Source: an optimization exercise on an open RTL-to-GDS flow (aim: small area, a short achievable clock period and few clock cycles per item). Production flows keep margins and buffers that such runs may drop. At most, simulation tests tie the RTL to the original design; equivalence was not proved. Only the layout flow was run in runs 6 and 7; the RTL was not checked for function there. Power is estimated from default activity; no workload was simulated.

===== design/flow/design.v =====
`timescale 1ns / 1ps
module bin2BCD(
    input           clk,
    input           rst,
    input           en,
    input   [11:0]  bin_d_in,
    output  [15:0]  bcd_d_out,
    output          rdy
    );
    function [3:0] add3;
        input [3:0] d;
        reg o3;
        begin
            o3 = d[3] | (d[2] & (d[1] | d[0]));
            add3[3] = o3;
            add3[2] = (d[2] & ~d[1] & ~d[0]) | (d[3] & d[0]);
            add3[1] = (d[3] & ~d[0]) | (d[1] & ~d[2]) | (d[1] & d[0]);
            add3[0] = d[0] ^ o3;
        end
    endfunction
    function [27:0] step;
        input [27:0] x;
        begin
            step = {add3(x[27:24]), add3(x[23:20]), add3(x[19:16]), add3(x[15:12]), x[11:0]} << 1;
        end
    endfunction
    reg  [27:0] s1, s2;
    reg  [24:10] mid;
    reg         result_rdy;
    integer i;
    always @(*) begin
        s1 = {16'b0, bin_d_in};
        for (i = 0; i < 10; i = i + 1)
            s1 = step(s1);
    end
    always @(posedge clk) begin
        mid        <= s1[24:10];
        result_rdy <= en & ~rst;
    end
    always @(*) begin
        s2 = 28'b0;
        s2[24:10] = mid;
        for (i = 10; i < 12; i = i + 1)
            s2 = step(s2);
    end
    assign bcd_d_out = s2[27:12];
    assign rdy       = result_rdy;
endmodule

===== design/flow/flow/run.sh =====
#!/bin/bash
# Standard ORFS layout, with the smallest buffer (buf_1) as the port buffer.
set -euo pipefail
export BUFFER_PORTS_ARGS="-buffer_cell sky130_fd_sc_hd__buf_1"
bash standard.sh finish > flow_make.log 2>&1

===== design/flow/standard.sh =====
#!/bin/bash
# synth_recipe.tcl (not shown) runs the flow's synth.tcl, then flattens the netlist and writes it again
# the make line also repeats each setting of config.mk as NAME=value (left out here)
make -C /OpenROAD-flow-scripts/flow DESIGN_CONFIG=/design/flow/config.mk WORK_HOME=/design/flow/orfs CLKGATE_MAP_FILE= SYNTH_SCRIPT=/design/flow/synth_recipe.tcl "${@:-finish}"

===== design/flow/config.mk =====
export PLATFORM = sky130hd
export DESIGN_NAME = bin2BCD
export DESIGN_NICKNAME = bin2BCD
export VERILOG_FILES = /design/flow/design.v
export SDC_FILE = /design/flow/constraint.sdc
export NUM_CORES = 4
export LEC_CHECK = 0
export CAP_MARGIN = 20
export CORE_MARGIN = 2
export CORE_UTILIZATION = 40
export SLEW_MARGIN = 20

===== design/flow/constraint.sdc =====
create_clock -name core_clock -period 5.0 [get_ports {clk}]
set_input_delay 1.0000 -clock core_clock [delete_from_list [all_inputs] [get_ports {clk}]]
set_output_delay 1.0000 -clock core_clock [all_outputs]
set_load 0.01 [all_outputs]

==> reports/summary.txt, run 1 <==
final hold violations: 0
Tcrit/Tclk final: 0.748
die width: 74.8 µm
yosys warns: 1
Slew headroom: 0.310
crit path from: bin_d_in[11]
commonest non-fill, non-tap cell in the layout: buf_1
final WL: 4200 µm
HPWL Detailed: 2950 µm
Max Fclk: 268 MHz
Setup Viol. Count Final: 0
leakage power: 0.744 nW
Tot Pwr: 0.578 mW
Period minus WS final: 3.74 ns
CTS resizes: 0
switch share: 0.427
TNS Setup: 0 ns
clk root buf: clkbuf_8
Syn Inst Count: 277
Setup Buffers After CTS: 0
Clk pwr share: 0.158
FP Rows: 25
RSZ-0062 raised after global routing: no
Final #Nets: 297
DRC: 0
cell area power density: 277 nW/µm²
I/O Pins: 32
max cap viols: 0
outcome: no timing/DRC/antenna violations
fill cell count: 513
initial antenna violation count: 0
Worst setup EP type: register
Psw: 0.246 mW
CTS Hold Bufs: 0
Clock Sinks: 16
dpl ws: 1.01 ns
vias in the first global route: 1580
Cell variety after synth: 73
Starting Density: 0.419
largest net degree at the start of global routing: 30
Max Buffers Root-to-Sink: 2
cell-internal power: 0.331 mW
antenna fix cells: 0
GPL Wtd Cong: 0.800
Area Overhead vs Synth: 4.00%
CTS tree: done
worst-path fanout max: 27
H-Tree Depth: 1
total die area: 5590 µm²
HP Class: in -> reg
start point of the worst hold path: bin_d_in[2]
synthesized flop and latch total: 16
Avg Inst Size Synth: 7.23 µm²
DR WL/cell: 12.1 µm
Flop pwr share: 0.311
routed via count: 1936
1st-pass router iterations: 4
Final WS setup: 1.26 ns
sequential area share after synthesis: 0.160
Worst Tran Pin Value: 1.04 ns
Req. time, crit path: 5.13 ns
vias per cell: 5.58
Die Y: 74.8 µm
number of flops mapped to enable cells by yosys: 0
share of cells above drive strength 1: 0.0750
CP arrival: 3.87 ns
async set-reset flop share out of synthesis: 0
Iter 0 DRT Violations: 75
antenna violation net count after detailed routing: 0
fin. max-slew vios: 0
syn_nets: 292
Peak VDD IR: 110 µV
Num CTS Buffers: 3
Startpoint Class: input port
GRT overflow: 0
Syn Std Cell Area: 2000 µm²
top_reg_cell synth: dfxtp_1
most frequent cells in the layout: buf_1 (30), nand2_1 (23), nor2_1 (21)
Port Buffer Count: 30
Worst-path clk slew: 0.05 ns
CP Class: in -> reg
Gate power share: 0.531
first-pass GRT wire length: 7020 µm
total core area: 4790 µm²
total global-route track usage: 0.154
==> per-layer routing <==
layer	up-vias	global-route usage	share of wire
li1	1032	-	-
met1	867	0.212	0.52
met2	31	0.251	0.44
met3	6	0.0120	0.025
met4	0	0.0595	0.015
met5	-	0	0
==> power by group through the flow <==
stage / registers [mW] / clock network (mW) / logic [mW]
after floorplan: 0.166 / 0 / 0.261
after global placement: 0.182 / 0 / 0.305
after detailed placement: 0.182 / 0 / 0.306
after CTS: 0.179 / 0.0954 / 0.308
after global routing: 0.185 / 0.102 / 0.347
final: 0.180 / 0.0913 / 0.307
==> metrics by stage <==
| step | instance area, µm² | hold WS, ns | instances | util |
|---|---|---|---|---|
| finish | 2080 | 0.844 | 347 | 0.435 |
| detailed placement | 2040 | 1.10 | 344 | 0.427 |
| global route | 2080 | 0.839 | 347 | 0.435 |
| floorplan | 2000 | 1.03 | 277 | - |
| CTS | 2080 | 0.841 | 347 | 0.435 |
| global placement | 2040 | 1.09 | 344 | 0.427 |
==> final cells by class <==
type	instances	area, µm²	area share
multi-input cells	222	1490	0.714
flip-flops and latches	16	320	0.154
repair buffers	31	120	0.0577
well taps	67	83.8	0.0402
clock buffers	3	41.3	0.0198
inverters	8	30.0	0.0144
==> worst paths after layout <==
path	endpoint	slack, ns	depth (start not counted)
max	mid[20]$_DFF_P_	1.26	9
min	mid[12]$_DFF_P_	0.84	1
==> flip-flops by register name, indices dropped and copies added, names as in the netlist <==
| signal | flops |
|---|---|
| result_rdy | 1 |
| mid | 15 |
==> kinds of logic after synthesis <==
kind of cell,share of synthesized area
xor gates and xnor gates,0.0350
AOI/OAI and AO/OA,0.344
other,0.00187
DFF,0.160
adders and majority gates,0.0206
and+or+nand+nor,0.305
muxes,0.0356
buffers and inverters,0.0974
==> worst max-delay path: stages <==
cell and delay [ns]:
buf_1 0.75, clkinv_1 0.34, xnor2_1 0.22, o2111ai_2 0.19
nand2_2 0.12, maj3_2 0.34, a211oi_4 0.45, o21bai_1 0.14
a211o_1 0.30
==> synth_stat cells (all sizes together) (2+ instances only) <==
cell	number	area share
maj3	4	0.021
a21o	5	0.019
or2b	2	0.0075
nand2	24	0.046
nor4bb	2	0.010
nand3	9	0.025
o21ai	14	0.035
nor2b	7	0.022
or3b	2	0.0087
a211oi	4	0.021
o211ai	5	0.021
o31ai	3	0.011
a221o	2	0.010
nor3	5	0.015
or2	3	0.0094
nor4	2	0.0062
nor4b	2	0.012
o22ai	3	0.0094
mux2i	6	0.030
o311ai	2	0.0087
nor2	21	0.039
a21oi	16	0.040
nand2b	12	0.037
a32oi	4	0.017
xnor2	8	0.035
o41ai	2	0.0087
a22o	3	0.013
a211o	3	0.013
a31oi	8	0.025
a221oi	5	0.022
a22oi	3	0.014
nor3b	3	0.014
dfxtp	16	0.16
buf	18	0.058
nand3b	5	0.019
inv	7	0.013
and2	3	0.0094
clkbuf	13	0.024
or3	2	0.0062
Testbench counts, summed over its fixed seeds: cycles 8,000, items 4,000.
==> run 2: changes to the inputs <==
--- a/design/flow/config.mk
+++ b/design/flow/config.mk
@@ -7,2 +7,3 @@
 export LEC_CHECK = 0
+export ABC_AREA = 1
 export CAP_MARGIN = 20
==> run 2 against run 1 <==
Compared with the run above: sequential power hardly changed; final area is 28% lower; setup slack better by 0.77 ns; total power is 16% higher; via count is 33% lower; non-clock buffer count is 1 lower; synthesized cell count is 22% lower; clock power is 11% lower; final cell count is 16% lower; sequential share of layout area is 5.9 points higher; routed wire length is 48% lower; critical path type unchanged.
==> reports/summary.txt, run 2 <==
outcome: no timing/DRC/antenna violations (unchanged)
antenna fix cells: 0 (unchanged)
max cap viols: 0 (unchanged)
share of cells above drive strength 1: 0.146 (was 0.0750)
antenna violation net count after detailed routing: 0 (unchanged)
end of the critical path: mid[13]$_DFF_P_ (was mid[20]$_DFF_P_)
initial antenna violation count: 0 (unchanged)
CTS Hold Bufs: 0 (unchanged)
CP arrival: 3.15 ns (was 3.87 ns)
max incr delay on CP: 0.33 ns (was 0.75 ns)
vias per cell: 4.46 (was 5.58)
most common cell in the netlist: inv_1 (was nand2_1)
Startpoint Class: input port (unchanged)
HPWL Detailed: 1920 µm (was 2950 µm)
Flop pwr share: 0.268 (was 0.311)
M1 wire length: 1130 µm (was 2190 µm)
cell area power density: 444 nW/µm² (was 277 nW/µm²)
Clk pwr share: 0.121 (was 0.158)
Synth area leader: dfxtp_1 (unchanged)
Syn Std Cell Area: 1320 µm² (was 2000 µm²)
top_reg_cell synth: dfxtp_1 (unchanged)
Max Fclk: 337 MHz (was 268 MHz)
Top Layer Used: met4 (unchanged)
footprint of the multi-input gates: 787 µm² (was 1490 µm²)
Reg area: 320 µm² (unchanged)
GRT overflow: 0 (unchanged)
worst-path fanout max: 4 (was 27)
Yosys top cell area share: 0.242 (was 0.160)
final hold violations: 0 (unchanged)
Clock Sinks: 16 (unchanged)
Period minus WS final: 2.97 ns (was 3.74 ns)
fin. max-slew vios: 0 (unchanged)
Util after Layout: 0.485 (was 0.435)
met2 wire len: 949 µm (was 1840 µm)
Avg Inst Size Synth: 6.15 µm² (was 7.23 µm²)
Port Buffer Count: 30 (unchanged)
FP Rows: 20 (was 25)
leakage power: 0.789 nW (was 0.744 nW)
Gate power share: 0.611 (was 0.531)
I/O Pins: 32 (unchanged)
largest net degree at the start of global routing: 10 (was 30)
Cell variety after synth: 23 (was 73)
Psw: 0.319 mW (was 0.246 mW)
commonest non-fill, non-tap cell in the layout: inv_1 (was buf_1)
total global-route track usage: 0.126 (was 0.154)
first-pass GRT wire length: 3680 µm (was 7020 µm)
Num CTS Buffers: 3 (unchanged)
Starting Density: 0.426 (was 0.419)
CTS resizes: 0 (unchanged)
CP cell instances: buf_1, nand3_1, o21ai_1, inv_2, o22ai_1, nand2_1, o22ai_1, inv_1, o21ai_0, nand2_2, nand3_1, nand3_2, nand2_2, nand2_2, nand2_1, nand2_1 (was buf_1, clkinv_1, xnor2_1, o2111ai_2, nand2_2, maj3_2, a211oi_4, o21bai_1, a211o_1)
Setup Buffers After CTS: 0 (unchanged)
Max Buffers Root-to-Sink: 2 (unchanged)
wire length on met3: 55 µm (was 106 µm)
Syn Inst Count: 215 (was 277)
Iter 0 DRT Violations: 47 (was 75)
TNS Setup: 0 ns (unchanged)
Peak VDD IR: 119 µV (was 110 µV)
Tcrit/Tclk final: 0.593 (was 0.748)
largest cells by area after synthesis: dfxtp_1 (24%), inv_1 (13%), nand2_1 (12%) (was dfxtp_1 (16%), nand2_1 (4.3%), a21oi_1 (4.0%))
crit path from: bin_d_in[11] (unchanged)
syn_nets: 230 (was 292)
clk root buf: clkbuf_4 (was clkbuf_8)
Die Y: 61.5 µm (was 74.8 µm)
Final #Nets: 262 (was 297)
DRC: 0 (unchanged)
synthesized flop and latch total: 16 (unchanged)
Worst-path clk slew: 0.09 ns (was 0.05 ns)
Area Overhead vs Synth: 14.0% (was 4.00%)
Largest register FFs: 15 (unchanged)
Worst setup EP type: register (unchanged)
HP Class: in -> reg (unchanged)
Setup Viol. Count Final: 0 (unchanged)
total core area: 3100 µm² (was 4790 µm²)
routed via count: 1292 (was 1936)
RSZ-0062 raised after global routing: no (unchanged)
number of flops mapped to enable cells by yosys: 0 (unchanged)
Largest regs: mid x15, result_rdy x1 (unchanged)
synth cell count leaders: inv_1 (47), nand2_1 (42), o22ai_1 (18) (was nand2_1 (23), nor2_1 (21), a21oi_1 (16), dfxtp_1 (16))
CTS tree: done (unchanged)
switch share: 0.476 (was 0.427)
cell-internal power: 0.351 mW (was 0.331 mW)
GPL Wtd Cong: 0.774 (was 0.800)
Tot Pwr: 0.669 mW (was 0.578 mW)
slowest stage cell, crit path: o21ai_1 (was buf_1)
CP Class: in -> reg (unchanged)
most frequent cells in the layout: inv_1 (47), nand2_1 (42), buf_1 (30) (was buf_1 (30), nand2_1 (23), nor2_1 (21))
die width: 61.5 µm (was 74.8 µm)
vias in the first global route: 1019 (was 1580)
H-Tree Depth: 1 (unchanged)
fill cell count: 362 (was 513)
DR WL/cell: 7.50 µm (was 12.1 µm)
Req. time, crit path: 5.19 ns (was 5.13 ns)
Biggest register: mid (unchanged)
1st-pass router iterations: 4 (unchanged)
final WL: 2170 µm (was 4200 µm)
total die area: 3780 µm² (was 5590 µm²)
sequential area share after synthesis: 0.242 (was 0.160)
async set-reset flop share out of synthesis: 0 (unchanged)
yosys warns: 1 (unchanged)
run 2: cell types whose count changed after synthesis, sizes merged, moves of 6 or more:
cell | previous run | this run
nor2b | 7 | 0
xnor2 | 8 | 0
clkbuf | 13 | 1
o22ai | 3 | 18
nor2 | 21 | 15
xor2 | 0 | 6
buf | 18 | 2
a21oi | 16 | 7
nand2 | 24 | 60
nand3 | 9 | 17
nand2b | 12 | 0
mux2i | 6 | 0
inv | 7 | 52
a31oi | 8 | 0
run 2: worst min-delay path by stage:
| stage | slack (ns) | endpoint | from | cells past startpoint |
|---|---|---|---|---|
| floorplan | 1.03 | mid[10]$_DFF_P_ | bin_d_in[0] | 0 |
| CTS | 0.79 | mid[12]$_DFF_P_ | bin_d_in[2] | 1 |
| finish | 0.80 | mid[12]$_DFF_P_ | bin_d_in[2] | 1 |
| global route | 0.78 | mid[12]$_DFF_P_ | bin_d_in[2] | 1 |
| global placement | 1.09 | mid[12]$_DFF_P_ | bin_d_in[2] | 1 |
| detailed placement | 1.10 | mid[12]$_DFF_P_ | bin_d_in[2] | 1 |
run 2: metal layers:
metal	GRT usage	vias up
li1	-	744
met1	0.159	525
met2	0.213	19
met3	0.0189	4
met4	0.0547	0
met5	0	-
run 2: layout make-up:
class	count	area share
repair buffers	30	0.0748
multi-input cells	144	0.522
clock buffers	4	0.0241
well taps	44	0.0365
inverters	52	0.130
flip-flops and latches	16	0.213
run 2: power groups by stage:
stage	Combinational, mW	Clock, mW	Sequential, mW
floorplan	0.321	0	0.179
global placement	0.412	0	0.183
detailed placement	0.413	0	0.183
CTS	0.414	0.0852	0.180
global route	0.480	0.0907	0.184
finish	0.409	0.0811	0.179
run 2: logic make-up (layout without fill, tap and decap cells):
kind of cell | Yosys count | count (layout) | share of synthesized area
buf+inv | 55 | 86 | 0.162
other cells | 1 | 1 | 0.00284
flops | 16 | 16 | 0.242
xor+xnor | 6 | 6 | 0.0398
compound gates | 44 | 44 | 0.215
simple gates | 93 | 93 | 0.338
run 2: per-stage QoR:
step	std cells	hold WS [ns]	instance area, µm²	setup WS [ns]
2_1_floorplan	215	1.03	1320	2.07
3_3_place_gp	286	1.09	1470	1.68
4_1_cts	290	0.794	1510	2.02
6_report	290	0.803	1510	2.03
3_5_place_dp	286	1.10	1470	1.72
5_1_grt	290	0.783	1510	1.64
run 2: worst max-delay path: cells and delay by family:
kind	cells	cell delay (ns)
AOI/OAI and AO/OA	4	0.96
and+or+nand+nor	9	0.83
buffers and inverters	3	0.37
==> run 3: changes to the inputs <==
--- a/design/flow/config.mk
+++ b/design/flow/config.mk
@@ -11,2 +11,3 @@
 export CORE_UTILIZATION = 40
+export SETUP_SLACK_MARGIN = 2.1
 export SLEW_MARGIN = 20
==> run 3 against run 2 <==
Compared with the run above: synthesized area unchanged; final area grew 13%; global-route usage increased by 0.53 points; die area did not move; core utilization rose by 6.5 points; worst hold slack improved by 0.0062 ns; routed wire length is 16% higher; setup slack gained 0.084 ns; clock-buffer cell count did not move; sequential power rose by 4%; total power rose by 9.0%; critical path type unchanged; largest cell class unchanged; highest routed layer unchanged.
==> reports/summary.txt, run 3 <==
largest cells by area after synthesis: dfxtp_1 (24%), inv_1 (13%), nand2_1 (12%) (unchanged)
Avg Inst Size Synth: 6.15 µm² (unchanged)
Setup Viol. Count Final: 0 (unchanged)
Top Layer Used: met4 (unchanged)
Final #Nets: 269 (was 262)
HP Class: in -> reg (unchanged)
Num CTS Buffers: 3 (unchanged)
Cell Area, Placed: 1470 µm² (about the same)
met2 wire len: 1230 µm (was 949 µm)
GRT overflow: 0 (unchanged)
antenna fix cells: 0 (unchanged)
CTS tree: done (unchanged)
Tcrit/Tclk final: 0.577 (was 0.593)
CP Class: in -> reg (unchanged)
FP Rows: 20 (unchanged)
crit-path leading delay family: simple AND/OR/NAND/NOR gates (was compound AO/OA/AOI/OAI gates)
Largest regs: mid x15, result_rdy x1 (unchanged)
DRC: 0 (unchanged)
CP bufs+invs: 2 (was 3)
H-Tree Depth: 1 (unchanged)
outcome: no timing/DRC/antenna violations (unchanged)
1st-pass router iterations: 4 (unchanged)
fin. max-slew vios: 0 (unchanged)
vias in the first global route: 1080 (was 1019)
vias per cell: 4.64 (was 4.46)
max incr delay on CP: 0.16 ns (was 0.33 ns)
die width: 61.5 µm (unchanged)
synth cell count leaders: inv_1 (47), nand2_1 (42), o22ai_1 (18) (unchanged)
Synth area leader: dfxtp_1 (unchanged)
routed via count: 1378 (was 1292)
RSZ-0062 raised after global routing: yes (was no)
yosys warns: 1 (unchanged)
max cap viols: 0 (unchanged)
Biggest register: mid (unchanged)
I/O Pins: 32 (unchanged)
Worst-path clk slew: 0.08 ns (was 0.09 ns)
worst-path fanout max: 6 (was 4)
total global-route track usage: 0.131 (was 0.126)
Crit path top cell by count: nand2_2
Clock Sinks: 16 (unchanged)
footprint of the multi-input gates: 901 µm² (was 787 µm²)
TNS Setup: 0 ns (unchanged)
Yosys top cell area share: 0.242 (unchanged)
Worst setup EP type: register (unchanged)
GPL Wtd Cong: 0.794 (was 0.774)
most common cell in the netlist: inv_1 (unchanged)
final instance area: 1710 µm² (was 1510 µm²)
Largest register FFs: 15 (unchanged)
Syn Std Cell Area: 1320 µm² (unchanged)
wire length on met3: 84 µm (was 55 µm)
Die Y: 61.5 µm (unchanged)
Cell variety after synth: 23 (unchanged)
Area Overhead vs Synth: 29.4% (was 14.0%)
Startpoint Class: input port (unchanged)
synthesized flop and latch total: 16 (unchanged)
most frequent cells in the layout: inv_1 (41), nand2_1 (35), buf_1 (27) (was inv_1 (47), nand2_1 (42), buf_1 (30))
cell area power density: 427 nW/µm² (was 444 nW/µm²)
total die area: 3780 µm² (unchanged)
final hold violations: 0 (unchanged)
antenna violation net count after detailed routing: 0 (unchanged)
DR WL/cell: 8.53 µm (was 7.50 µm)
Req. time, crit path: 5.18 ns (was 5.19 ns)
sequential area share after synthesis: 0.242 (unchanged)
top_reg_cell synth: dfxtp_1 (unchanged)
total core area: 3100 µm² (unchanged)
fill cell count: 342 (was 362)
Starting Density: 0.426 (unchanged)
slowest stage cell, crit path: o21ai_2 (was o21ai_1)
syn_nets: 230 (unchanged)
HPWL Detailed: 1930 µm (was 1920 µm)
initial antenna violation count: 0 (unchanged)
first-pass GRT wire length: 3820 µm (was 3680 µm)
share of cells above drive strength 1: 0.285 (was 0.146)
CP arrival: 3.06 ns (was 3.15 ns)
CTS Hold Bufs: 0 (unchanged)
M1 wire length: 1200 µm (was 1130 µm)
Max Buffers Root-to-Sink: 2 (unchanged)
Peak VDD IR: 123 µV (was 119 µV)
Period minus WS final: 2.88 ns (was 2.97 ns)
async set-reset flop share out of synthesis: 0 (unchanged)
number of flops mapped to enable cells by yosys: 0 (unchanged)
Max Fclk: 347 MHz (was 337 MHz)
final WL: 2530 µm (was 2170 µm)
Syn Inst Count: 215 (unchanged)
Port Buffer Count: 30 (unchanged)
clk root buf: clkbuf_4 (unchanged)
commonest non-fill, non-tap cell in the layout: inv_1 (unchanged)
largest net degree at the start of global routing: 10 (unchanged)
leakage power: 0.867 nW (was 0.789 nW)
Iter 0 DRT Violations: 47 (unchanged)
Reg area: 322 µm² (was 320 µm²)
==> run 3: logic make-up after synthesis <==
family | after synthesis | share of synthesized area
XOR/XNOR | 6 | 0.0398
other | 1 | 0.00284
AND/OR/NAND/NOR | 93 | 0.338
AO/OA/AOI/OAI | 44 | 0.215
flip-flops | 16 | 0.242
buffers and inverters | 55 | 0.162
==> run 3: path summary, 6_finish.rpt <==
check | to | start | slack (ns) | cells past startpoint
worst min-delay path | mid[12]$_DFF_P_ | bin_d_in[2] | 0.81 | 1
worst max-delay path | mid[17]$_DFF_P_ | bin_d_in[11] | 2.12 | 27
==> run 3: stage by stage <==
step	setup slack, ns	total power, mW	hold slack, ns	utilization	cells
finish	2.12	0.730	0.809	0.551	297
CTS	2.10	0.688	0.798	0.499	293
global route	1.88	0.812	0.789	0.551	297
floorplan	2.11	0.501	1.03	-	215
detailed placement	1.73	0.596	1.10	0.475	286
global placement	1.70	0.595	1.09	0.475	286
==> run 3: report_power, final <==
group	leakage, nW	internal [mW]	switching [mW]
registers	0.134	0.161	0.0264
clock network	0.0210	0.0443	0.0356
logic	0.712	0.179	0.284
==> run 3: routing by layer <==
| layer | vias to the layer above | GRT usage |
|---|---|---|
| met1 | 600 | 0.152 |
| met2 | 25 | 0.240 |
| met4 | 0 | 0.0547 |
| li1 | 751 | - |
| met3 | 2 | 0.0189 |
| met5 | - | 0 |
==> run 3: repair_timing <==
item / in CTS / in global routing
pin swaps: 6 / 14
gates resized for setup: 7 / 42
setup endpoints to repair: 3 / 13
setup buffers: 3 / 4
==> run 3: final cells by class <==
cell class              instances  area share
repair buffers                 37       0.114
well taps                      44      0.0322
inverters                      52       0.117
flip-flops and latches         16       0.188
multi-input cells             144       0.527
clock buffers                   4      0.0212
==> run 4: changes to the inputs <==
--- a/design/flow/config.mk
+++ b/design/flow/config.mk
@@ -11,3 +11,3 @@
 export CORE_UTILIZATION = 40
-export SETUP_SLACK_MARGIN = 2.1
+export SETUP_SLACK_MARGIN = 2.2
 export SLEW_MARGIN = 20
==> run 4 against run 3 <==
Compared with the run above: combinational power up about 10%; synthesized area unchanged; highest routed layer unchanged; global-route usage down 0.12 points; synthesized cell count unchanged; routed wire length down 1.5%; flip-flop and latch count unchanged; clock-buffer cell count unchanged; first-iteration DRC count down 32%; still clean on timing, DRC and antenna; via count down 1.0%.
==> reports/summary.txt, run 4 <==
Req. time, crit path: 5.19 ns (was 5.18 ns)
initial antenna violation count: 0 (unchanged)
Clock Sinks: 16 (unchanged)
total die area: 3780 µm² (unchanged)
routed via count: 1364 (was 1378)
synth cell count leaders: inv_1 (47), nand2_1 (42), o22ai_1 (18) (unchanged)
share of cells above drive strength 1: 0.346 (was 0.285)
top_reg_cell synth: dfxtp_1 (unchanged)
XOR/XNOR share of the synthesized area: 0.0398 (unchanged)
largest family of logic cells by synthesized area: simple AND/OR/NAND/NOR gates (unchanged)
leakage power: 0.927 nW (was 0.867 nW)
1st-pass router iterations: 4 (unchanged)
synthesized flop and latch total: 16 (unchanged)
Final WS setup: 2.18 ns (was 2.12 ns)
RSZ-0062 raised after global routing: yes (unchanged)
Min Hold Slack: 0.798 ns (was 0.809 ns)
Tcrit/Tclk final: 0.565 (was 0.577)
Worst-path clk slew: 0.09 ns (was 0.08 ns)
outcome: no timing/DRC/antenna violations (unchanged)
H-Tree Depth: 1 (unchanged)
largest cells by area after synthesis: dfxtp_1 (24%), inv_1 (13%), nand2_1 (12%) (unchanged)
Starting Density: 0.426 (unchanged)
antenna violation net count after detailed routing: 0 (unchanged)
Syn Std Cell Area: 1320 µm² (unchanged)
Synth Area in Adders: 0 (unchanged)
Cell Area, Placed: 1500 µm² (was 1470 µm²)
Avg Inst Size Synth: 6.15 µm² (unchanged)
CP arrival: 3.02 ns (was 3.06 ns)
Crit path top cell by count: nand2_2 (unchanged)
final hold violations: 0 (unchanged)
HPWL Detailed: 1870 µm (was 1930 µm)
Biggest register: mid (unchanged)
GPL Wtd Cong: 0.718 (was 0.794)
mux contribution to synthesized area: 0 (unchanged)
Die Y: 61.5 µm (unchanged)
I/O Pins: 32 (unchanged)
TNS Setup: 0 ns (unchanged)
Startpoint Class: input port (unchanged)
Max Buffers Root-to-Sink: 2 (unchanged)
most common cell in the netlist: inv_1 (unchanged)
syn_nets: 230 (unchanged)
Max Fclk: 354 MHz (was 347 MHz)
max incr delay on CP: 0.23 ns (was 0.16 ns)
FP Rows: 20 (unchanged)
DRC: 0 (unchanged)
final instance area: 1830 µm² (was 1710 µm²)
cell area power density: 427 nW/µm² (about the same)
vias in the first global route: 1039 (was 1080)
Simple-Gate Fraction of Synth Area: 0.338 (unchanged)
Synth area leader: dfxtp_1 (unchanged)
Setup Viol. Count Final: 0 (unchanged)
HP Class: in -> reg (unchanged)
Iter 0 DRT Violations: 32 (was 47)
most frequent cells in the layout: inv_1 (41), nand2_1 (34), buf_1 (24) (was inv_1 (41), nand2_1 (35), buf_1 (27))
die width: 61.5 µm (unchanged)
final WL: 2500 µm (was 2530 µm)
commonest non-fill, non-tap cell in the layout: inv_1 (unchanged)
dpl ws: 1.58 ns (was 1.73 ns)
crit-path leading delay family: simple AND/OR/NAND/NOR gates (unchanged)
async set-reset flop share out of synthesis: 0 (unchanged)
fin. max-slew vios: 0 (unchanged)
largest net degree at the start of global routing: 10 (unchanged)
yosys warns: 1 (unchanged)
Largest register FFs: 15 (unchanged)
Area Overhead vs Synth: 38.4% (was 29.4%)
total core area: 3100 µm² (unchanged)
slowest stage cell, crit path: a22oi_2 (was o21ai_2)
Port Buffer Count: 30 (unchanged)
number of flops mapped to enable cells by yosys: 0 (unchanged)
antenna fix cells: 0 (unchanged)
CTS Hold Bufs: 0 (unchanged)
Syn Inst Count: 215 (unchanged)
worst-path fanout max: 6 (unchanged)
sequential area share after synthesis: 0.242 (unchanged)
Num CTS Buffers: 3 (unchanged)
Util after Layout: 0.590 (was 0.551)
Yosys top cell area share: 0.242 (unchanged)
CP Class: in -> reg (unchanged)
Peak VDD IR: 123 µV (about the same)
Cell variety after synth: 23 (unchanged)
DR WL/cell: 8.21 µm (was 8.53 µm)
max cap viols: 0 (unchanged)
Period minus WS final: 2.82 ns (was 2.88 ns)
total global-route track usage: 0.130 (was 0.131)
Largest regs: mid x15, result_rdy x1 (unchanged)
first-pass GRT wire length: 3770 µm (was 3820 µm)
GRT overflow: 0 (unchanged)
Final #Nets: 276 (was 269)
clk root buf: clkbuf_4 (unchanged)
complex-gate fraction of the synthesized area: 0.215 (unchanged)
Worst setup EP type: register (unchanged)
CP bufs+invs: 4 (was 2)
CTS tree: done (unchanged)
vias per cell: 4.49 (was 4.64)
## run 4: repair_timing
| item | CTS | global route |
|---|---|---|
| pin swaps | 9 | 16 |
| gates resized for setup | 22 | 37 |
| cloned | 0 | 0 |
| endpoints found under the setup margin | 11 | 13 |
| setup buffers | 6 | 8 |
| hold endpoints to repair | 0 | 0 |
## run 4: layout make-up
cell class,instances,area (µm²)
clock buffers,4,36.3
fillers,322,1270
inverters,52,203
multi-input cells,144,952
flip-flops and latches,16,323
well taps,44,55.1
repair buffers,44,260
## run 4: cell families after synthesis
family          count (synthesis)
compound gates                 44
simple gates                   93
other cells                     1
xor+xnor                        6
buf+inv                        55
flops                          16
## run 4: path summary, 6_finish.rpt
kind / from / to / slack (ns) / cells past startpoint
hold / removal: bin_d_in[1] / mid[11]$_DFF_P_ / 0.80 / 1
setup / recovery: bin_d_in[9] / mid[17]$_DFF_P_ / 2.18 / 27
## run 4: stage by stage
step	power (mW)	instances
floorplan	0.504	215
global placement	0.599	286
detailed placement	0.598	286
CTS	0.705	296
global route	0.865	304
finish	0.780	304
## run 4: where the power goes
group | switching [mW] | leakage (nW) | internal (mW)
combinational | 0.298 | 0.772 | 0.212
clock | 0.0380 | 0.0210 | 0.0443
sequential | 0.0273 | 0.134 | 0.161
total | 0.363 | 0.927 | 0.418
## run 4: per-layer routing
layer / up-vias / share of wire / global-route usage
met2: 17 / 0.47 / 0.208
li1: 768 / - / -
met3: 2 / 0.029 / 0.0252
met4: 0 / 0.011 / 0.0547
met1: 577 / 0.49 / 0.171
met5: - / 0 / 0
==> run 5: changes to the inputs <==
--- a/design/flow/config.mk
+++ b/design/flow/config.mk
@@ -10,4 +10,3 @@
 export CORE_MARGIN = 2
-export CORE_UTILIZATION = 40
-export SETUP_SLACK_MARGIN = 2.2
+export CORE_UTILIZATION = 60
 export SLEW_MARGIN = 20
==> run 5 against run 4 <==
Compared with the run above: still clean on timing, DRC and antenna; setup slack worse by 0.20 ns; routed wire length shrank 0.96%; worst hold slack better by 0.0061 ns; combinational power decreased by 18%; final area fell by 19%; clock power down 2%; sequential share of layout area up 3.9 points; synthesized area unchanged; via count up 0.51%; die area decreased by 31%; critical path type unchanged; critical endpoint is now mid[13]$_DFF_P_; highest routed layer unchanged.
==> reports/summary.txt, run 5 <==
first-pass GRT wire length: 4370 µm (was 3770 µm)
largest net degree at the start of global routing: 10 (unchanged)
DRC: 0 (unchanged)
Max Buffers Root-to-Sink: 2 (unchanged)
placed insts: 269 (was 286)
Syn Inst Count: 215 (unchanged)
Biggest register: mid (unchanged)
total die area: 2590 µm² (was 3780 µm²)
Num CTS Buffers: 3 (unchanged)
Yosys top cell area share: 0.242 (unchanged)
async set-reset flop share out of synthesis: 0 (unchanged)
routed via count: 1371 (was 1364)
number of flops mapped to enable cells by yosys: 0 (unchanged)
cell area power density: 459 nW/µm² (was 427 nW/µm²)
Tcrit/Tclk final: 0.605 (was 0.565)
outcome: no timing/DRC/antenna violations (unchanged)
Max Fclk: 331 MHz (was 354 MHz)
I/O Pins: 32 (unchanged)
Req. time, crit path: 5.18 ns (was 5.19 ns)
H-Tree Depth: 1 (unchanged)
CP cell instances: buf_1, nand2_1, nand2_1, nand2_2, nand2_1, nand2_2, nand2_2, nand2_1, nand2_1, inv_2, o22ai_1, nand2_1, o22ai_1, inv_1, o21ai_0, nand2_2, nand3_1, nand3_2, nand2_2, nand2_2, nand2_1, nand2_1
Crit path top cell by count: nand2_1 (was nand2_2)
clk root buf: clkbuf_4 (unchanged)
Avg Inst Size Synth: 6.15 µm² (unchanged)
most common cell in the netlist: inv_1 (unchanged)
Syn Std Cell Area: 1320 µm² (unchanged)
total global-route track usage: 0.212 (was 0.130)
Iter 0 DRT Violations: 25 (was 32)
top_reg_cell synth: dfxtp_1 (unchanged)
die width: 50.9 µm (was 61.5 µm)
GRT overflow: 0 (unchanged)
Starting Density: 0.653 (was 0.426)
Cell Area, Placed: 1450 µm² (was 1500 µm²)
DR WL/cell: 9.05 µm (was 8.21 µm)
total core area: 2020 µm² (was 3100 µm²)
FP Rows: 16 (was 20)
max incr delay on CP: 0.28 ns (was 0.23 ns)
dpl ws: 1.68 ns (was 1.58 ns)
CTS resizes: 0 (was 22)
Min Hold Slack: 0.804 ns (was 0.798 ns)
initial antenna violation count: 0 (unchanged)
Final WS setup: 1.98 ns (was 2.18 ns)
TNS Setup: 0 ns (unchanged)
Tot Pwr: 0.682 mW (was 0.780 mW)
Synth area leader: dfxtp_1 (unchanged)
largest cells by area after synthesis: dfxtp_1 (24%), inv_1 (13%), nand2_1 (12%) (unchanged)
Period minus WS final: 3.02 ns (was 2.82 ns)
final instance area: 1490 µm² (was 1830 µm²)
synthesized flop and latch total: 16 (unchanged)
antenna fix cells: 0 (unchanged)
Cell variety after synth: 23 (unchanged)
GPL Wtd Cong: 0.736 (was 0.718)
crit path from: bin_d_in[11] (was bin_d_in[9])
synth cell count leaders: inv_1 (47), nand2_1 (42), o22ai_1 (18) (unchanged)
syn_nets: 230 (unchanged)
final hold violations: 0 (unchanged)
yosys warns: 1 (unchanged)
slowest stage cell, crit path: o21ai_0 (was a22oi_2)
Largest regs: mid x15, result_rdy x1 (unchanged)
CP bufs+invs: 3 (was 4)
worst-path fanout max: 4 (was 6)
Startpoint Class: input port (unchanged)
Clock Sinks: 16 (unchanged)
Setup Buffers After CTS: 0 (was 6)
Final #Nets: 262 (was 276)
vias in the first global route: 1239 (was 1039)
Setup Viol. Count Final: 0 (unchanged)
Largest register FFs: 15 (unchanged)
commonest non-fill, non-tap cell in the layout: inv_1 (unchanged)
Worst setup EP type: register (unchanged)
fin. max-slew vios: 0 (unchanged)
Peak VDD IR: 286 µV (was 123 µV)
Util after Layout: 0.735 (was 0.590)
CP Class: in -> reg (unchanged)
Worst-path clk slew: 0.09 ns (about the same)
1st-pass router iterations: 4 (unchanged)
CTS Hold Bufs: 0 (unchanged)
Area Overhead vs Synth: 12.4% (was 38.4%)
vias per cell: 5.02 (was 4.49)
most frequent cells in the layout: inv_1 (47), nand2_1 (42), buf_1 (30) (was inv_1 (41), nand2_1 (34), buf_1 (24))
start point of the worst hold path: bin_d_in[0] (was bin_d_in[1])
Port Buffer Count: 30 (unchanged)
sequential area share after synthesis: 0.242 (unchanged)
HPWL Detailed: 2150 µm (was 1870 µm)
RSZ-0062 raised after global routing: no (was yes)
Die Y: 50.9 µm (was 61.5 µm)
final WL: 2470 µm (was 2500 µm)
share of cells above drive strength 1: 0.146 (was 0.346)
max cap viols: 0 (unchanged)
HP Class: in -> reg (unchanged)
CP arrival: 3.21 ns (was 3.02 ns)
crit-path leading delay family: simple AND/OR/NAND/NOR gates (unchanged)
CTS tree: done (unchanged)
leakage power: 0.789 nW (was 0.927 nW)
Cell Count, Final, Fillers Out: 273 (was 304)
antenna violation net count after detailed routing: 0 (unchanged)
[run 5: cell types whose count changed in the layout (fill, tap and decap cells not counted), moves of 3 or more]
| cell | delta |
|---|---|
| buf_4 | -14 |
| nand2_1 | +8 |
| buf_1 | +6 |
| inv_1 | +6 |
| inv_2 | -5 |
| nand2_2 | -5 |
| o21ai_2 | -5 |
| o22ai_1 | +5 |
| o22ai_2 | -5 |
| o21ai_0 | +4 |
| a21oi_4 | -3 |
| nand3_1 | +3 |
| nand3_2 | -3 |
[run 5: kinds of logic after synthesis]
family | synth area share
XOR/XNOR | 0.0398
buffers and inverters | 0.162
AND/OR/NAND/NOR | 0.338
AO/OA/AOI/OAI | 0.215
flip-flops | 0.242
other | 0.00284
[run 5: layout make-up]
cell class | instances | area (µm²)
Fill cell | 172 | 537
Tap cell | 27 | 33.8
Timing Repair Buffer | 30 | 113
Sequential cell | 16 | 320
Clock buffer | 4 | 36.3
Inverter | 52 | 195
Multi-Input combinational cell | 144 | 787
[run 5: worst paths after layout]
| kind | cells after the start | to | slack, ns |
|---|---|---|---|
| min | 1 | mid[10]$_DFF_P_ | 0.80 |
| max | 22 | mid[13]$_DFF_P_ | 1.98 |
[run 5: report_power, final]
part	leakage, nW	switching (mW)	total [mW]	internal [mW]
clock	0.0210	0.0366	0.0809	0.0443
combinational	0.634	0.274	0.420	0.147
sequential	0.134	0.0208	0.181	0.160
[run 5: layer usage]
metal	routed length [µm]	vias to the layer above	GRT usage	share of wire
met1	1080	603	0.221	0.44
met3	46	4	0.00877	0.019
met2	1300	24	0.426	0.53
met4	45	0	0.0946	0.018
li1	-	740	-	-
met5	0	-	0	0
==> run 6: changes to the inputs <==
--- a/design/flow/design.v
+++ b/design/flow/design.v
@@ -27,3 +27,3 @@
     reg  [27:0] s1, s2;
-    reg  [24:10] mid;
+    reg  [25:11] mid;
     reg         result_rdy;
@@ -32,3 +32,3 @@
         s1 = {16'b0, bin_d_in};
-        for (i = 0; i < 10; i = i + 1)
+        for (i = 0; i < 11; i = i + 1)
             s1 = step(s1);
@@ -36,3 +36,3 @@
     always @(posedge clk) begin
-        mid        <= s1[24:10];
+        mid        <= s1[25:11];
         result_rdy <= en & ~rst;
@@ -41,4 +41,4 @@
         s2 = 28'b0;
-        s2[24:10] = mid;
-        for (i = 10; i < 12; i = i + 1)
+        s2[25:11] = mid;
+        for (i = 11; i < 12; i = i + 1)
             s2 = step(s2);
--- a/design/flow/config.mk
+++ b/design/flow/config.mk
@@ -10,3 +10,3 @@
 export CORE_MARGIN = 2
-export CORE_UTILIZATION = 60
+export CORE_UTILIZATION = 40
 export SLEW_MARGIN = 20
==> run 6 against run 5 <==
Compared with the run above: still clean on timing, DRC and antenna; worst hold slack improved by 0.0028 ns; critical path depth is 10 higher; global-route usage decreased by 8.9 points; synthesized cell count decreased by 0.47%; sequential power is 6% higher; flip-flop and latch count unchanged; routed wire length is 12% lower; setup slack worse by 0.28 ns; maximum frequency is 8.4% lower; first-iteration DRC count is 4.0% higher; largest cell class unchanged; highest routed layer is now met3.
==> reports/summary.txt, run 6 <==
total die area: 3820 µm² (was 2590 µm²)
Simple-Gate Fraction of Synth Area: 0.392 (was 0.338)
GRT overflow: 0 (unchanged)
synthesized flop and latch total: 16 (unchanged)
Startpoint Class: input port (unchanged)
Period minus WS final: 3.30 ns (was 3.02 ns)
Req. time, crit path: 5.18 ns (about the same)
Largest register FFs: 15 (unchanged)
first-pass GRT wire length: 3680 µm (was 4370 µm)
Max Fclk: 303 MHz (was 331 MHz)
max incr delay on CP: 0.17 ns (was 0.28 ns)
total core area: 3130 µm² (was 2020 µm²)
syn_nets: 229 (was 230)
H-Tree Depth: 1 (unchanged)
total global-route track usage: 0.123 (was 0.212)
synth cell count leaders: nand2_1 (39), inv_1 (33), nand2_2 (26) (was inv_1 (47), nand2_1 (42), o22ai_1 (18))
Area Overhead vs Synth: 13.3% (was 12.4%)
XOR/XNOR share of the synthesized area: 0.0262 (was 0.0398)
CP Class: in -> reg (unchanged)
fill cell count: 352 (was 172)
Die Y: 61.8 µm (was 50.9 µm)
share of cells above drive strength 1: 0.217 (was 0.146)
FP Rows: 20 (was 16)
complex-gate fraction of the synthesized area: 0.196 (was 0.215)
largest cells by area after synthesis: dfxtp_1 (24%), nand2_2 (12%), nand2_1 (11%) (was dfxtp_1 (24%), inv_1 (13%), nand2_1 (12%))
routed via count: 1277 (was 1371)
vias in the first global route: 1013 (was 1239)
Synth Area in Adders: 0 (unchanged)
top_reg_cell synth: dfxtp_1 (unchanged)
initial antenna violation count: 0 (unchanged)
Final #Nets: 260 (was 262)
I/O Pins: 32 (unchanged)
slowest stage cell, crit path: buf_1 (was o21ai_0)
Peak VDD IR: 104 µV (was 286 µV)
Max Buffers Root-to-Sink: 2 (unchanged)
antenna fix cells: 0 (unchanged)
most common cell in the netlist: nand2_1 (was inv_1)
Setup Buffers After CTS: 0 (unchanged)
number of flops mapped to enable cells by yosys: 0 (unchanged)
Min Hold Slack: 0.807 ns (was 0.804 ns)
Biggest register: mid (unchanged)
Syn Inst Count: 214 (was 215)
sequential area share after synthesis: 0.240 (was 0.242)
Worst setup EP type: register (unchanged)
final hold violations: 0 (unchanged)
Iter 0 DRT Violations: 26 (was 25)
clk root buf: clkbuf_4 (unchanged)
Cell variety after synth: 26 (was 23)
leakage power: 0.751 nW (was 0.789 nW)
HP Class: in -> reg (unchanged)
1st-pass router iterations: 4 (unchanged)
yosys warns: 1 (unchanged)
Crit path top cell by count: nand2_2 (was nand2_1)
CP arrival: 3.48 ns (was 3.21 ns)
RSZ-0062 raised after global routing: no (unchanged)
mux contribution to synthesized area: 0 (unchanged)
Tcrit/Tclk final: 0.661 (was 0.605)
HPWL Detailed: 1900 µm (was 2150 µm)
GPL Wtd Cong: 0.742 (was 0.736)
Yosys top cell area share: 0.240 (was 0.242)
DR WL/cell: 7.52 µm (was 9.05 µm)
Largest regs: mid x15, result_rdy x1 (unchanged)
worst-path fanout max: 6 (was 4)
largest net degree at the start of global routing: 10 (unchanged)
Starting Density: 0.427 (was 0.653)
die width: 61.8 µm (was 50.9 µm)
Synth area leader: dfxtp_1 (unchanged)
commonest non-fill, non-tap cell in the layout: nand2_1 (was inv_1)
outcome: no timing/DRC/antenna violations (unchanged)
Clock Sinks: 16 (unchanged)
most frequent cells in the layout: nand2_1 (39), inv_1 (33), buf_1 (30) (was inv_1 (47), nand2_1 (42), buf_1 (30))
antenna violation net count after detailed routing: 0 (unchanged)
final WL: 2170 µm (was 2470 µm)
async set-reset flop share out of synthesis: 0 (unchanged)
CTS Hold Bufs: 0 (unchanged)
CTS resizes: 0 (unchanged)
Worst-path clk slew: 0.09 ns (about the same)
Setup Viol. Count Final: 0 (unchanged)
largest family of logic cells by synthesized area: simple AND/OR/NAND/NOR gates (unchanged)
vias per cell: 4.43 (was 5.02)
fin. max-slew vios: 0 (unchanged)
Port Buffer Count: 30 (unchanged)
cell area power density: 422 nW/µm² (was 459 nW/µm²)
TNS Setup: 0 ns (unchanged)
DRC: 0 (unchanged)
Num CTS Buffers: 3 (unchanged)
Syn Std Cell Area: 1340 µm² (was 1320 µm²)
max cap viols: 0 (unchanged)
CTS tree: done (unchanged)
Avg Inst Size Synth: 6.24 µm² (was 6.15 µm²)
==> run 6: changes by cell type in the layout (fill, tap and decap cells not counted), sizes merged, moves of 2 or more <==
cell,before,now
a22oi,2,0
a21oi,7,3
inv,52,44
o22a,0,2
o22ai,18,11
xor2,6,4
o21ai,16,23
a22o,0,3
nor2,15,13
nand3,17,19
nand2,60,67
==> run 6: final timing paths <==
| path | slack, ns | depth (start not counted) | endpoint | start |
|---|---|---|---|---|
| setup / recovery | 1.70 | 32 | mid[17]$_DFF_P_ | bin_d_in[9] |
| hold / removal | 0.81 | 1 | mid[12]$_DFF_P_ | bin_d_in[1] |
==> run 6: area by class of cell <==
type	count	area [µm²]	share of cell area
Multi-Input combinational cell	150	825	0.545
Sequential cell	16	320	0.212
Inverter	44	165	0.109
Timing Repair Buffer	30	113	0.0744
Tap cell	44	55.1	0.0364
Clock buffer	4	36.3	0.0240
==> run 6: cells by family (layout without fill, tap and decap cells) <==
logic type | count (synthesis) | count (layout)
other | 1 | 1
buffers and inverters | 48 | 78
xor gates and xnor gates | 4 | 4
and+or+nand+nor | 102 | 102
DFF | 16 | 16
AOI/OAI and AO/OA | 43 | 43
==> run 6: per-layer routing <==
metal,share of wire,track usage,vias up
li1,-,-,737
met1,0.55,0.158,522
met2,0.43,0.208,18
met3,0.022,0.00621,0
met4,0,0.0638,0
met5,0,0,-
==> run 6: through the flow <==
stage               power [mW]  setup slack [ns]  instance area (µm²)  std cells   util
floorplan                0.486              1.80                 1340        214      -
global placement         0.566              1.36                 1480        284  0.472
detailed placement       0.567              1.37                 1480        284  0.472
CTS                      0.647              1.67                 1510        288  0.484
global route             0.718              1.28                 1510        288  0.484
finish                   0.640              1.70                 1510        288  0.484
==> run 6: report_power, final <==
group	switching [mW]	internal (mW)
clock	0.0358	0.0442
sequential	0.0223	0.170
combinational	0.233	0.134
total	0.292	0.348
==> run 6: critical path, delay by kind of cell <==
family        cells  cell delay [ns]
buf+inv           3             0.30
simple gates     29             2.18
==> run 7: changes to the inputs <==
--- a/design/flow/design.v
+++ b/design/flow/design.v
@@ -27,3 +27,3 @@
     reg  [27:0] s1, s2;
-    reg  [25:11] mid;
+    reg  [22:9] mid;
     reg         result_rdy;
@@ -32,3 +32,3 @@
         s1 = {16'b0, bin_d_in};
-        for (i = 0; i < 11; i = i + 1)
+        for (i = 0; i < 9; i = i + 1)
             s1 = step(s1);
@@ -36,3 +36,3 @@
     always @(posedge clk) begin
-        mid        <= s1[25:11];
+        mid        <= s1[22:9];
         result_rdy <= en & ~rst;
@@ -41,4 +41,4 @@
         s2 = 28'b0;
-        s2[25:11] = mid;
-        for (i = 11; i < 12; i = i + 1)
+        s2[22:9] = mid;
+        for (i = 9; i < 12; i = i + 1)
             s2 = step(s2);
==> run 7 against run 6 <==
Compared with the run above: clock power is 21% lower; sequential power is 18% lower; core utilization is 0.24 points lower; maximum frequency is 1.1% lower; worst hold slack better by 0.0046 ns; largest cell class unchanged; highest routed layer is now met4.
==> reports/summary.txt, run 7 <==
vias in the first global route: 984 (was 1013)
Starting Density: 0.423 (was 0.427)
Req. time, crit path: 4.00 ns (was 5.18 ns)
vias per cell: 4.40 (was 4.43)
outcome: no timing/DRC/antenna violations (unchanged)
Final #Nets: 256 (was 260)
Period minus WS final: 3.34 ns (was 3.30 ns)
fin. max-slew vios: 0 (unchanged)
worst-path fanout max: 7 (was 6)
cell-internal power: 0.328 mW (was 0.348 mW)
FP Rows: 20 (unchanged)
Clk pwr share: 0.096 (was 0.125)
HPWL Detailed: 1860 µm (was 1900 µm)
largest cells by area after synthesis: dfxtp_1 (23%), inv_1 (11%), nand2_1 (11%) (was dfxtp_1 (24%), nand2_2 (12%), nand2_1 (11%))
syn_nets: 223 (was 229)
async set-reset flop share out of synthesis: 0 (unchanged)
Flop pwr share: 0.240 (was 0.300)
crit path from: mid[12]$_DFF_P_ (was bin_d_in[9])
total global-route track usage: 0.128 (was 0.123)
Reg area: 300 µm² (was 320 µm²)
Avg Inst Size Synth: 6.20 µm² (was 6.24 µm²)
Min Hold Slack: 0.811 ns (was 0.807 ns)
number of flops mapped to enable cells by yosys: 0 (unchanged)
total core area: 3050 µm² (was 3130 µm²)
Cell variety after synth: 24 (was 26)
CTS tree: done (unchanged)
final WL: 2130 µm (was 2170 µm)
GPL Wtd Cong: 0.731 (was 0.742)
Largest regs: mid x14, result_rdy x1 (was mid x15, result_rdy x1)
Max Buffers Root-to-Sink: 2 (unchanged)
Gate power share: 0.664 (was 0.574)
Die Y: 60.8 µm (was 61.8 µm)
I/O Pins: 32 (unchanged)
1st-pass router iterations: 4 (unchanged)
antenna violation net count after detailed routing: 0 (unchanged)
Worst setup EP type: output port (was register)
GRT overflow: 0 (unchanged)
Clock Sinks: 15 (was 16)
cell area power density: 447 nW/µm² (was 422 nW/µm²)
die width: 60.8 µm (was 61.8 µm)
Hold Crit Depth: 1 (unchanged)
yosys warns: 1 (unchanged)
largest net degree at the start of global routing: 10 (unchanged)
Syn Std Cell Area: 1290 µm² (was 1340 µm²)
CP arrival: 2.34 ns (was 3.48 ns)
Setup Viol. Count Final: 0 (unchanged)
Startpoint Class: register (was input port)
leakage power: 0.726 nW (was 0.751 nW)
share of cells above drive strength 1: 0.183 (was 0.217)
Psw: 0.329 mW (was 0.292 mW)
Syn Inst Count: 208 (was 214)
Peak VDD IR: 131 µV (was 104 µV)
antenna fix cells: 0 (unchanged)
routed via count: 1251 (was 1277)
top_reg_cell synth: dfxtp_1 (unchanged)
H-Tree Depth: 1 (unchanged)
switch share: 0.501 (was 0.456)
Tcrit/Tclk final: 0.668 (was 0.661)
Num CTS Buffers: 3 (unchanged)
Synth area leader: dfxtp_1 (unchanged)
final hold violations: 0 (unchanged)
clk root buf: clkbuf_4 (unchanged)
TNS Setup: 0 ns (unchanged)
CTS Hold Bufs: 0 (unchanged)
Largest register FFs: 14 (was 15)
max cap viols: 0 (unchanged)
CTS resizes: 0 (unchanged)
HP Class: in -> reg (unchanged)
commonest non-fill, non-tap cell in the layout: inv_1 (was nand2_1)
Port Buffer Count: 30 (unchanged)
DRC: 0 (unchanged)
total die area: 3700 µm² (was 3820 µm²)
start point of the worst hold path: bin_d_in[1] (unchanged)
most common cell in the netlist: inv_1 (was nand2_1)
RSZ-0062 raised after global routing: no (unchanged)
Iter 0 DRT Violations: 32 (was 26)
initial antenna violation count: 0 (unchanged)
fill cell count: 349 (was 352)
Area Overhead vs Synth: 14.0% (was 13.3%)
DR WL/cell: 7.49 µm (was 7.52 µm)
Max Fclk: 299 MHz (was 303 MHz)
synth cell count leaders: inv_1 (39), nand2_1 (37), nand2_2 (20) (was nand2_1 (39), inv_1 (33), nand2_2 (26))
Setup Buffers After CTS: 0 (unchanged)
synthesized flop and latch total: 15 (was 16)
Biggest register: mid (unchanged)
Worst-path clk slew: 0.08 ns (was 0.09 ns)
sequential area share after synthesis: 0.233 (was 0.240)
CP Class: reg -> out (was in -> reg)
Yosys top cell area share: 0.233 (was 0.240)
most frequent cells in the layout: inv_1 (39), nand2_1 (37), buf_1 (30) (was nand2_1 (39), inv_1 (33), buf_1 (30))
footprint of the multi-input gates: 798 µm² (was 825 µm²)
first-pass GRT wire length: 3730 µm (was 3680 µm)
-- run 7: path summary, 6_finish.rpt --
path | slack, ns | endpoint
min | 0.81 | mid[10]$_DFF_P_
max | 1.66 | bcd_d_out[1]
-- run 7: kinds of logic after synthesis --
group | after synthesis | share of synthesized area
xor gates and xnor gates | 8 | 0.0543
buffers and inverters | 49 | 0.148
other | 1 | 0.00291
AOI/OAI and AO/OA | 48 | 0.223
and+or+nand+nor | 87 | 0.338
DFF | 15 | 0.233
-- run 7: per-stage QoR --
| stage | power, mW | std cells | util | setup WS [ns] | cell area, µm² |
|---|---|---|---|---|---|
| floorplan | 0.499 | 208 | - | 2.00 | 1290 |
| global placement | 0.600 | 280 | 0.473 | 1.94 | 1440 |
| detailed placement | 0.600 | 280 | 0.473 | 1.94 | 1440 |
| CTS | 0.665 | 284 | 0.482 | 1.63 | 1470 |
| global route | 0.738 | 284 | 0.482 | 1.40 | 1470 |
| finish | 0.657 | 284 | 0.482 | 1.66 | 1470 |
-- run 7: power groups by stage --
| stage | sequential (mW) | combinational [mW] | clock (mW) |
|---|---|---|---|
| floorplan | 0.158 | 0.342 | 0 |
| global placement | 0.160 | 0.440 | 0 |
| detailed placement | 0.160 | 0.440 | 0 |
| CTS | 0.157 | 0.441 | 0.0662 |
| global route | 0.162 | 0.505 | 0.0708 |
| finish | 0.157 | 0.436 | 0.0632 |
-- run 7: layout make-up --
cell class	instances	share of cell area
Clock buffer	3	0.0153
Tap cell	44	0.0374
Inverter	47	0.120
Multi-Input combinational cell	144	0.543
Sequential cell	15	0.204
Clock inverter	1	0.00340
Timing Repair Buffer	30	0.0766
-- run 7: routing by layer --
metal | vias to the layer above | track usage | share of wire
li1 | 724 | - | -
met1 | 506 | 0.187 | 0.54
met2 | 19 | 0.192 | 0.42
met3 | 2 | 0.0149 | 0.028
met4 | 0 | 0.0466 | 0.012
met5 | - | 0 | 0
-- run 7: critical path: stages, from the launching register on --
cell and delay (ns):
dfxtp_1 0.35, inv_1 0.07, nand2_1 0.06, a21oi_2 0.30, xor2_1 0.25, nand2_1 0.08, nand2_1 0.06, nand2_1 0.14
xor2_1 0.19, nor2_1 0.07, o21ai_1 0.18, xor2_1 0.16, buf_1 0.16
==> run 8: changes to the inputs <==
--- a/design/flow/design.v
+++ b/design/flow/design.v
@@ -27,3 +27,3 @@
     reg  [27:0] s1, s2;
-    reg  [22:9] mid;
+    reg  [24:10] mid;
     reg         result_rdy;
@@ -32,3 +32,3 @@
         s1 = {16'b0, bin_d_in};
-        for (i = 0; i < 9; i = i + 1)
+        for (i = 0; i < 10; i = i + 1)
             s1 = step(s1);
@@ -36,3 +36,3 @@
     always @(posedge clk) begin
-        mid        <= s1[22:9];
+        mid        <= s1[24:10];
         result_rdy <= en & ~rst;
@@ -41,4 +41,4 @@
         s2 = 28'b0;
-        s2[22:9] = mid;
-        for (i = 9; i < 12; i = i + 1)
+        s2[24:10] = mid;
+        for (i = 10; i < 12; i = i + 1)
             s2 = step(s2);
==> design/flow/flow/run.sh (replaced) <==
#!/bin/bash
# Standard ORFS layout with two changes: the port buffers are buf_1, and
# synthesis maps the logic with the ABC script in flow/abc_area.script
# (a copy of ORFS's scripts folder with only that file replaced).
set -euo pipefail
export BUFFER_PORTS_ARGS="-buffer_cell sky130_fd_sc_hd__buf_1"
rm -rf scripts_mod
cp -r "$FLOW_HOME/scripts" scripts_mod
cp flow/abc_area.script scripts_mod/abc_area.script
bash standard.sh SCRIPTS_DIR="$PWD/scripts_mod" synth > flow_synth.log 2>&1
bash standard.sh finish > flow_make.log 2>&1
==> design/flow/flow/abc_area.script (new file) <==
strash
&get -n
&deepsyn -T 20
&put
balance; rewrite; refactor; balance; rewrite; rewrite -z; balance; refactor -z; rewrite -z; balance
dch -f
amap
topo
==> run 8 against run 7 <==
Compared with the run above: final cell count is 1.1% lower; sequential power is 17% higher; critical endpoint is now mid[16]$_DFF_P_; critical path type is now in -> reg; highest routed layer unchanged; largest power group unchanged; now fails the layout checks on setup timing; die area is 17% lower; setup slack worse by 1.8 ns.
==> reports/summary.txt, run 8 <==
outcome: failed layout checks (was no timing/DRC/antenna violations)
Failed Checks: setup timing
final instance area: 1800 µm² (was 1470 µm²)
number of flops mapped to enable cells by yosys: 0 (unchanged)
worst-path fanout max: 4 (was 7)
Flop pwr share: 0.229 (was 0.240)
syn_nets: 186 (was 223)
sequential area share after synthesis: 0.302 (was 0.233)
CTS Hold Bufs: 0 (unchanged)
routed via count: 1388 (was 1251)
fill cell count: 218 (was 349)
cell area power density: 442 nW/µm² (was 447 nW/µm²)
CP Class: in -> reg (was reg -> out)
Syn Std Cell Area: 1060 µm² (was 1290 µm²)
Cell Count, Final, Fillers Out: 281 (was 284)
Syn Inst Count: 171 (was 208)
Final #Nets: 267 (was 256)
Synth area leader: dfxtp_1 (unchanged)
max incr delay on CP: 0.28 ns (was 0.35 ns)
fin. max-slew vios: 0 (unchanged)
Setup Viol. Count Final: 5 (was 0)
Final WS setup: -0.164 ns (was 1.66 ns)
total global-route track usage: 0.176 (was 0.128)
share of cells above drive strength 1: 0.371 (was 0.183)
HPWL Detailed: 2170 µm (was 1860 µm)
Peak VDD IR: 378 µV (was 131 µV)
switch share: 0.445 (was 0.501)
TNS Setup: -0.576 ns (was 0 ns)
start point of the worst hold path: bin_d_in[2] (was bin_d_in[1])
H-Tree Depth: 1 (unchanged)
most frequent cells in the layout: buf_4 (46), nor2_1 (29), buf_1 (27) (was inv_1 (39), nand2_1 (37), buf_1 (30))
final hold violations: 0 (unchanged)
Max Buffers Root-to-Sink: 2 (unchanged)
total die area: 3080 µm² (was 3700 µm²)
CP arrival: 5.35 ns (was 2.34 ns)
Worst-path clk slew: 0.09 ns (was 0.08 ns)
largest cells by area after synthesis: dfxtp_1 (30%), nor2_1 (16%), o21ai_0 (11%) (was dfxtp_1 (23%), inv_1 (11%), nand2_1 (11%))
Reg area: 320 µm² (was 300 µm²)
final WL: 3160 µm (was 2130 µm)
antenna fix cells: 0 (unchanged)
async set-reset flop share out of synthesis: 0 (unchanged)
placed insts: 264 (was 280)
I/O Pins: 32 (unchanged)
yosys warns: 1 (unchanged)
Biggest register: mid (unchanged)
Starting Density: 0.425 (was 0.423)
Hold Crit Depth: 1 (unchanged)
Req. time, crit path: 5.19 ns (was 4.00 ns)
Area Overhead vs Synth: 69.8% (was 14.0%)
Die Y: 55.5 µm (was 60.8 µm)
Min Hold Slack: 0.799 ns (was 0.811 ns)
DR WL/cell: 11.3 µm (was 7.49 µm)
Cell variety after synth: 22 (was 24)
DRC: 0 (unchanged)
Port Buffer Count: 30 (unchanged)
Avg Inst Size Synth: 6.21 µm² (was 6.20 µm²)
top_reg_cell synth: dfxtp_1 (unchanged)
antenna violation net count after detailed routing: 0 (unchanged)
most common cell in the netlist: nor2_1 (was inv_1)
synth cell count leaders: nor2_1 (44), clkinv_1 (25), o21ai_0 (23) (was inv_1 (39), nand2_1 (37), nand2_2 (20))
Clock Sinks: 16 (was 15)
Yosys top cell area share: 0.302 (was 0.233)
slowest stage cell, crit path: a211oi_4 (was dfxtp_1)
GPL Wtd Cong: 0.817 (was 0.731)
CTS tree: done (unchanged)
cell-internal power: 0.443 mW (was 0.328 mW)
leakage power: 0.745 nW (was 0.726 nW)
commonest non-fill, non-tap cell in the layout: buf_4 (was inv_1)
synthesized flop and latch total: 16 (was 15)
Largest regs: mid x15, result_rdy x1 (was mid x14, result_rdy x1)
GRT overflow: 0 (unchanged)
vias in the first global route: 1180 (was 984)
largest net degree at the start of global routing: 10 (unchanged)
Max Fclk: 194 MHz (was 299 MHz)
HP Class: in -> reg (unchanged)
Period minus WS final: 5.16 ns (was 3.34 ns)
Tcrit/Tclk final: 1.03 (was 0.668)
Gate power share: 0.667 (was 0.664)
Worst setup EP type: register (was output port)
Num CTS Buffers: 3 (unchanged)
vias per cell: 4.94 (was 4.40)
Endpoint, Worst Hold: mid[12]$_DFF_P_ (was mid[10]$_DFF_P_)
clk root buf: clkbuf_4 (unchanged)
initial antenna violation count: 0 (unchanged)
max cap viols: 0 (unchanged)
1st-pass router iterations: 4 (unchanged)
FP Rows: 18 (was 20)
die width: 55.5 µm (was 60.8 µm)
Psw: 0.356 mW (was 0.329 mW)
Iter 0 DRT Violations: 28 (was 32)
footprint of the multi-input gates: 803 µm² (was 798 µm²)
first-pass GRT wire length: 4640 µm (was 3730 µm)
Cell Area, Placed: 1510 µm² (was 1440 µm²)
Clk pwr share: 0.105 (was 0.096)
Startpoint Class: input port (was register)
RSZ-0062 raised after global routing: yes (was no)
Largest register FFs: 15 (was 14)
total core area: 2500 µm² (was 3050 µm²)
## run 8: cell type report
| class | count | area share |
|---|---|---|
| inverter | 25 | 0.0548 |
| timing repair buffer | 79 | 0.282 |
| sequential | 16 | 0.178 |
| tap | 30 | 0.0208 |
| multi-input combinational | 127 | 0.445 |
| clock buffer | 4 | 0.0201 |
## run 8: critical path: cells and delay by family
kind                   cells  cell delay, ns
AND/OR/NAND/NOR           16            1.92
buffers and inverters      8            0.75
AO/OA/AOI/OAI             12            1.66
## run 8: metal layers
| layer | global-route usage | up-vias | part of all wire |
|---|---|---|---|
| met3 | 0.0258 | 4 | 0.028 |
| met4 | 0.0557 | 0 | 0.0082 |
| met5 | 0 | - | 0 |
| li1 | - | 750 | - |
| met2 | 0.306 | 31 | 0.54 |
| met1 | 0.222 | 603 | 0.42 |
## run 8: worst max path at each step
stage | start | end | slack (ns) | depth (start not counted)
final | bin_d_in[9] | mid[16]$_DFF_P_ | -0.16 | 36
after floorplan | bin_d_in[9] | mid[13]$_DFF_P_ | -0.11 | 34
after CTS | bin_d_in[10] | mid[17]$_DFF_P_ | 0.03 | 35
after detailed placement | bin_d_in[9] | mid[13]$_DFF_P_ | -0.40 | 35
after global routing | bin_d_in[9] | mid[16]$_DFF_P_ | -0.39 | 36
after global placement | bin_d_in[9] | mid[17]$_DFF_P_ | -0.19 | 33
## run 8: cell families (layout without fill, tap and decap cells)
group | count (synthesis) | count (layout) | synth area share
compound gates | 59 | 59 | 0.323
other cells | 1 | 1 | 0.00353
simple gates | 67 | 67 | 0.266
flops | 16 | 16 | 0.302
buf+inv | 28 | 108 | 0.106
## run 8: per-stage QoR
stage                     setup slack (ns)  power, mW  utilization
final                               -0.164      0.798        0.722
after CTS                           0.0303      0.727        0.623
after floorplan                     -0.112      0.463            -
after global routing                -0.387      0.868        0.722
after detailed placement            -0.400      0.638        0.603
after global placement              -0.186      0.619        0.603
## run 8: power groups by stage
| stage | Clock, mW | Combinational (mW) | Sequential [mW] |
|---|---|---|---|
| after global placement | 0 | 0.435 | 0.184 |
| after CTS | 0.0858 | 0.459 | 0.182 |
| final | 0.0836 | 0.532 | 0.183 |
| after detailed placement | 0 | 0.453 | 0.185 |
| after global routing | 0.0930 | 0.588 | 0.187 |
| after floorplan | 0 | 0.282 | 0.181 |
## run 8: what timing repair did
item / CTS / global route
pin swaps: 3 / 33
resized for setup: 6 / 47
setup endpoints to repair: 5 / 8
setup buffers: 0 / 13
Testbench counts of run 8, summed over its fixed seeds: cycles 8,000, items 4,000.

separate check: timing with driven ports:
In the flow no input, the clock included, has a driving cell. The finished layouts below were timed again as built, in two steps. Step 1: set_driving_cell puts a clkbuf_16 on clk and a buf_2 on each other input, an assumption about the parent block. Step 2 adds t to the input delays and takes it off the output delays; t is the mean of the earliest and latest rising clock arrival at the registers after step 1. Input paths then give back, and output paths get back, about the clock's delay inside the block. Slacks: ideal ports / drivers / drivers and shift; pairs: ideal ports / drivers.
run | t (ns) | slack for setup (ns) | worst setup path after step 2 | clock arrival spread, ns | cell pins on the clock port's net
run 1 | 0.268 | 1.262 / 1.259 / 0.991 | input to register | 0.000 / 0.000 | 1
run 2 | 0.298 | 2.033 / 2.035 / 1.736 | input to register | 0.007 / 0.007 | 1
run 3 | 0.297 | 2.117 / 2.102 / 1.805 | input to register | 0.002 / 0.002 | 1
run 4 | 0.304 | 2.177 / 2.158 / 1.854 | input to register | 0.008 / 0.008 | 1
run 5 | 0.297 | 1.976 / 1.976 / 1.679 | input to register | 0.005 / 0.005 | 1
run 6 | 0.291 | 1.697 / 1.693 / 1.402 | input to register | 0.004 / 0.004 | 1
run 7 | 0.286 | 1.660 / 1.640 / 1.927 | register to output | 0.007 / 0.007 | 1
run 8 | 0.299 | -0.164 / -0.191 / -0.490 | input to register | 0.003 / 0.003 | 1
The setup slack of run 8, which loses most, moves by -0.027 ns with the drivers and by -0.326 ns with both steps.
